Background: an optimization exercise with open tools, aiming at small area and a short achievable clock period. Do not read the settings as production practice. At most, simulation tests tie the RTL to the original design; equivalence was not proved. No activity file was given, so power comes from the tool's default toggle rates.

==> flow/design.v <==
module pipe_stage #(parameter W = 1, parameter EN = 1) (
    input clock,
    input [W-1:0] d,
    output [W-1:0] q
);
    generate if (EN) begin : g_reg
        reg [W-1:0] r;
        always @(posedge clock) r <= d;
        assign q = r;
    end else begin : g_wire
        assign q = d;
    end endgenerate
endmodule
module valid_stage #(parameter EN = 1) (
    input clock,
    input reset,
    input d,
    output q
);
    generate if (EN) begin : g_reg
        reg r;
        always @(posedge clock or posedge reset)
            if (reset) r <= 1'b0;
            else       r <= d;
        assign q = r;
    end else begin : g_wire
        assign q = d;
    end endgenerate
endmodule
module fp_adder_16_bit (
    input clock,
    input reset,
    input in_valid,
    input [15:0] operand_a,
    input [15:0] operand_b,
    input final_operation,
    output reg out_valid,
    output reg [15:0] result,
    output reg overflow_flag,
    output reg underflow_flag,
    output reg zero_flag,
    output reg infinity_flag,
    output reg NaN_flag
);
    localparam S1 = 1;    
    localparam S2 = 1;    
    localparam S3 = 1;    
    localparam S4 = 1;    
    wire        sa = operand_a[15], sb = operand_b[15];
    wire [4:0]  ea = operand_a[14:10], eb = operand_b[14:10];
    wire [9:0]  fa = operand_a[9:0],  fb = operand_b[9:0];
    wire        ha = |fa, hb = |fb;
    wire ea_max = &ea, eb_max = &eb;
    wire zero_c = ~ha & ~hb;
    wire inf_c  = (ea_max & ~ha) | (eb_max & ~hb);
    wire nan_c  = (ea_max & ha) | (eb_max & hb);
    wire [5:0]  ediff = {1'b0, ea} - {1'b0, eb};      
    wire        e_lt  = ediff[5];
    wire        e_eq  = (ea == eb);
    wire        f_lt  = (fa < fb);
    wire [4:0]  bexp  = e_lt ? eb : ea;
    wire        flush = e_lt | (ediff[4:0] > 5'd11);
    wire [3:0]  sh    = ediff[3:0];
    wire        op    = final_operation ^ sa ^ sb;
    wire [9:0]  fa_1, fb_1;
    wire        ha_1, hb_1, sa_1, sb_1, e_lt_1, e_eq_1, f_lt_1;
    wire [4:0]  bexp_1;
    wire [3:0]  sh_1;
    wire        flush_1, op_1, fop_1, zero_1, inf_1, nan_1, v_1;
    pipe_stage #(.W(42), .EN(S1)) r1 (clock,
        {fa, fb, ha, hb, sa, sb, e_lt, e_eq, f_lt, bexp, sh, flush, op, final_operation, zero_c, inf_c, nan_c},
        {fa_1, fb_1, ha_1, hb_1, sa_1, sb_1, e_lt_1, e_eq_1, f_lt_1, bexp_1, sh_1, flush_1, op_1, fop_1, zero_1, inf_1, nan_1});
    valid_stage #(.EN(S1)) rv1 (clock, reset, in_valid, v_1);
    wire [10:0] ma_1  = {ha_1, fa_1}, mb_1 = {hb_1, fb_1};
    wire        bsel  = e_eq_1 ? f_lt_1 : e_lt_1;
    wire        sign_1 = bsel ? sb_1 : sa_1;
    wire [10:0] big_1 = bsel ? mb_1 : ma_1;
    wire [13:0] lx    = {mb_1, 3'b000};
    wire [13:0] shx   = lx >> sh_1;
    wire [13:0] smask = ~(14'h3fff << (sh_1 + 4'd2));    
    wire        stk   = |(lx & smask);
    wire        fstk  = e_lt_1 ? ha_1 : hb_1;
    wire [13:0] al    = flush_1 ? {13'd0, fstk} :
                        (e_eq_1 & f_lt_1) ? {ma_1, 3'b000} : {shx[13:1], stk};
    wire [10:0] big_2;
    wire [13:0] al_2;
    wire [4:0]  bexp_2;
    wire        sign_2, op_2, fop_2, zero_2, inf_2, nan_2, v_2;
    pipe_stage #(.W(36), .EN(S2)) r2 (clock,
        {big_1, al, bexp_1, sign_1, op_1, fop_1, zero_1, inf_1, nan_1},
        {big_2, al_2, bexp_2, sign_2, op_2, fop_2, zero_2, inf_2, nan_2});
    valid_stage #(.EN(S2)) rv2 (clock, reset, v_1, v_2);
    wire [14:0] s3  = {1'b0, big_2, 3'b000} + {1'b0, al_2 ^ {14{op_2}}} + {14'd0, op_2};
    wire        as_ = s3[14] & ~op_2 & ~fop_2;    
    wire [13:0] R   = s3[13:0];
    wire [13:0] R_3;
    wire [4:0]  bexp_3;
    wire        as_3, sign_3, zero_3, inf_3, nan_3, v_3;
    pipe_stage #(.W(24), .EN(S3)) r3 (clock,
        {R, as_, bexp_2, sign_2, zero_2, inf_2, nan_2},
        {R_3, as_3, bexp_3, sign_3, zero_3, inf_3, nan_3});
    valid_stage #(.EN(S3)) rv3 (clock, reset, v_2, v_3);
    reg  [3:0]  lz;
    integer i;
    always @(*) begin
        lz = 4'd0;
        for (i = 0; i < 14; i = i + 1)
            if (R_3[i]) lz = 4'd13 - i;
    end
    wire [12:0] nm = as_3 ? R_3[13:1] : (R_3[12:0] << lz);
    wire [12:0] nm_4;
    wire [3:0]  lz_4;
    wire [4:0]  bexp_4;
    wire        as_4, sign_4, zero_4, inf_4, nan_4, v_4;
    pipe_stage #(.W(27), .EN(S4)) r4 (clock,
        {nm, lz, bexp_3, as_3, sign_3, zero_3, inf_3, nan_3},
        {nm_4, lz_4, bexp_4, as_4, sign_4, zero_4, inf_4, nan_4});
    valid_stage #(.EN(S4)) rv4 (clock, reset, v_3, v_4);
    wire [4:0]  ne0 = as_4 ? bexp_4 + 5'd1 : bexp_4 - {1'b0, lz_4};
    wire [4:0]  ne1 = ne0 + 5'd1;
    wire [9:0]  M   = nm_4[12:3];
    wire        inc = nm_4[2] & (nm_4[1] | nm_4[0] | nm_4[3]);
    wire [9:0]  pre;
    genvar k;
    generate for (k = 0; k < 10; k = k + 1) begin : g_pre
        if (k == 0) begin : g0
            assign pre[k] = 1'b1;
        end else begin : gk
            assign pre[k] = &M[k-1:0];
        end
    end endgenerate
    wire [9:0]  mr  = M ^ (pre & {10{inc}});
    wire        m_all1 = &M;
    wire        m_zero = ~|M;
    wire        m_1ff  = (M == 10'h1ff);
    wire        m_200  = (M == 10'h200);
    wire        wr  = inc ? m_1ff : m_200;           
    wire        mrz = inc ? m_all1 : m_zero;         
    wire        ovf = wr ? (ne0 == 5'd30) : (ne0 == 5'd31);
    wire        unf = (ne0 == 5'd0) & mrz;
    wire [4:0]  ex  = wr ? ne1 : ne0;
    wire [9:0]  mo  = ovf ? 10'd0 : wr ? 10'd1 : mr;
    wire [4:0]  xo  = (inf_4 | nan_4) ? 5'h1f : ex;
    wire [9:0]  fo  = inf_4 ? 10'd0 : nan_4 ? 10'h3ff : mo;
    always @(posedge clock) begin
        result         <= {sign_4, xo, fo};
        overflow_flag  <= ovf;
        underflow_flag <= unf;
        zero_flag      <= zero_4;
        infinity_flag  <= inf_4;
        NaN_flag       <= nan_4;
    end
    always @(posedge clock or posedge reset)
        if (reset) out_valid <= 1'b0;
        else       out_valid <= v_4;
endmodule
Settings: LEC_CHECK=0, CAP_MARGIN=20, CORE_MARGIN=2, CORE_UTILIZATION=40, CTS_BUF_LIST=sky130_fd_sc_hd__clkbuf_8, CTS_CLUSTER_SIZE=40, SETUP_SLACK_MARGIN=1.0, SLEW_MARGIN=20; clock period 3.5 ns.
run.sh (not shown) runs the stock make flow with config.mk's settings and CLKGATE_MAP_FILE= SYNTH_SCRIPT=/design/flow/synth_recipe.tcl, a recipe that flattens the netlist after the stock synthesis.
The baseline completed without violations.
Next try:
--- a/flow/design.v
+++ b/flow/design.v
@@ -48,33 +48,33 @@
     localparam S4 = 1;    
     wire        sa = operand_a[15], sb = operand_b[15];
     wire [4:0]  ea = operand_a[14:10], eb = operand_b[14:10];
     wire [9:0]  fa = operand_a[9:0],  fb = operand_b[9:0];
     wire        ha = |fa, hb = |fb;
     wire ea_max = &ea, eb_max = &eb;
-    wire zero_c = ~ha & ~hb;
     wire inf_c  = (ea_max & ~ha) | (eb_max & ~hb);
     wire nan_c  = (ea_max & ha) | (eb_max & hb);
     wire [5:0]  ediff = {1'b0, ea} - {1'b0, eb};      
     wire        e_lt  = ediff[5];
     wire        e_eq  = (ea == eb);
     wire        f_lt  = (fa < fb);
     wire [4:0]  bexp  = e_lt ? eb : ea;
     wire        flush = e_lt | (ediff[4:0] > 5'd11);
     wire [3:0]  sh    = ediff[3:0];
-    wire        op    = final_operation ^ sa ^ sb;
     wire [9:0]  fa_1, fb_1;
     wire        ha_1, hb_1, sa_1, sb_1, e_lt_1, e_eq_1, f_lt_1;
     wire [4:0]  bexp_1;
     wire [3:0]  sh_1;
-    wire        flush_1, op_1, fop_1, zero_1, inf_1, nan_1, v_1;
-    pipe_stage #(.W(42), .EN(S1)) r1 (clock,
-        {fa, fb, ha, hb, sa, sb, e_lt, e_eq, f_lt, bexp, sh, flush, op, final_operation, zero_c, inf_c, nan_c},
-        {fa_1, fb_1, ha_1, hb_1, sa_1, sb_1, e_lt_1, e_eq_1, f_lt_1, bexp_1, sh_1, flush_1, op_1, fop_1, zero_1, inf_1, nan_1});
+    wire        flush_1, fop_1, inf_1, nan_1, v_1;
+    pipe_stage #(.W(40), .EN(S1)) r1 (clock,
+        {fa, fb, ha, hb, sa, sb, e_lt, e_eq, f_lt, bexp, sh, flush, final_operation, inf_c, nan_c},
+        {fa_1, fb_1, ha_1, hb_1, sa_1, sb_1, e_lt_1, e_eq_1, f_lt_1, bexp_1, sh_1, flush_1, fop_1, inf_1, nan_1});
     valid_stage #(.EN(S1)) rv1 (clock, reset, in_valid, v_1);
     wire [10:0] ma_1  = {ha_1, fa_1}, mb_1 = {hb_1, fb_1};
+    wire        op_1   = fop_1 ^ sa_1 ^ sb_1;
+    wire        zero_1 = ~ha_1 & ~hb_1;
     wire        bsel  = e_eq_1 ? f_lt_1 : e_lt_1;
     wire        sign_1 = bsel ? sb_1 : sa_1;
     wire [10:0] big_1 = bsel ? mb_1 : ma_1;
     wire [13:0] lx    = {mb_1, 3'b000};
     wire [13:0] shx   = lx >> sh_1;
     wire [13:0] smask = ~(14'h3fff << (sh_1 + 4'd2));    
@@ -105,21 +105,20 @@
     always @(*) begin
         lz = 4'd0;
         for (i = 0; i < 14; i = i + 1)
             if (R_3[i]) lz = 4'd13 - i;
     end
     wire [12:0] nm = as_3 ? R_3[13:1] : (R_3[12:0] << lz);
+    wire [4:0]  ne  = as_3 ? bexp_3 + 5'd1 : bexp_3 - {1'b0, lz};
     wire [12:0] nm_4;
-    wire [3:0]  lz_4;
-    wire [4:0]  bexp_4;
-    wire        as_4, sign_4, zero_4, inf_4, nan_4, v_4;
-    pipe_stage #(.W(27), .EN(S4)) r4 (clock,
-        {nm, lz, bexp_3, as_3, sign_3, zero_3, inf_3, nan_3},
-        {nm_4, lz_4, bexp_4, as_4, sign_4, zero_4, inf_4, nan_4});
+    wire [4:0]  ne0;
+    wire        sign_4, zero_4, inf_4, nan_4, v_4;
+    pipe_stage #(.W(22), .EN(S4)) r4 (clock,
+        {nm, ne, sign_3, zero_3, inf_3, nan_3},
+        {nm_4, ne0, sign_4, zero_4, inf_4, nan_4});
     valid_stage #(.EN(S4)) rv4 (clock, reset, v_3, v_4);
-    wire [4:0]  ne0 = as_4 ? bexp_4 + 5'd1 : bexp_4 - {1'b0, lz_4};
     wire [4:0]  ne1 = ne0 + 5'd1;
     wire [9:0]  M   = nm_4[12:3];
     wire        inc = nm_4[2] & (nm_4[1] | nm_4[0] | nm_4[3]);
     wire [9:0]  pre;
     genvar k;
     generate for (k = 0; k < 10; k = k + 1) begin : g_pre
Effect:
- die area shrinks by 5.3%
- via count shrinks by about 7%
- hold slack barely changes
- combinational power shrinks by 8.2%
- sequential cell count shrinks by 7
- sequential share of layout area is about the same
- utilization grows by 1.4 points
- clock-buffer cell count grows by 1
- clock skew barely changes
Function not checked in the second run of this note: the RTL went through the layout flow alone.

static timing again, ports no longer ideal:
In the flow no input, the clock included, has a driving cell. The finished layouts below were timed again as built, in two steps. Step 1 (the two cells are an assumption about what drives the block):
set clk [get_ports {clock}]
set_driving_cell -lib_cell sky130_fd_sc_hd__clkbuf_16 $clk
set_driving_cell -lib_cell sky130_fd_sc_hd__buf_2 [delete_from_list [all_inputs] $clk]
Step 2 times the ports against the registers' clock, not the clock port: input delays grow and output delays shrink by t, the midpoint of the rising clock arrivals with the driver on. Slacks: no drivers / after step 1 / after step 2; pairs: no drivers / after step 1.
run | t, ns | setup WS [ns] | worst hold slack (ns) | worst setup path after step 2
the first run | 0.474 | 1.060 / 1.060 / 0.680 | 0.327 / 0.327 / 0.327 | input to register
the second run | 0.488 | 0.932 / 0.932 / 0.668 | 0.324 / 0.324 / 0.324 | input to register
After both steps every run listed still meets setup and hold. The setup slack of the first run, which loses most, moves by 0.000 ns with the drivers and by -0.380 ns with both steps.
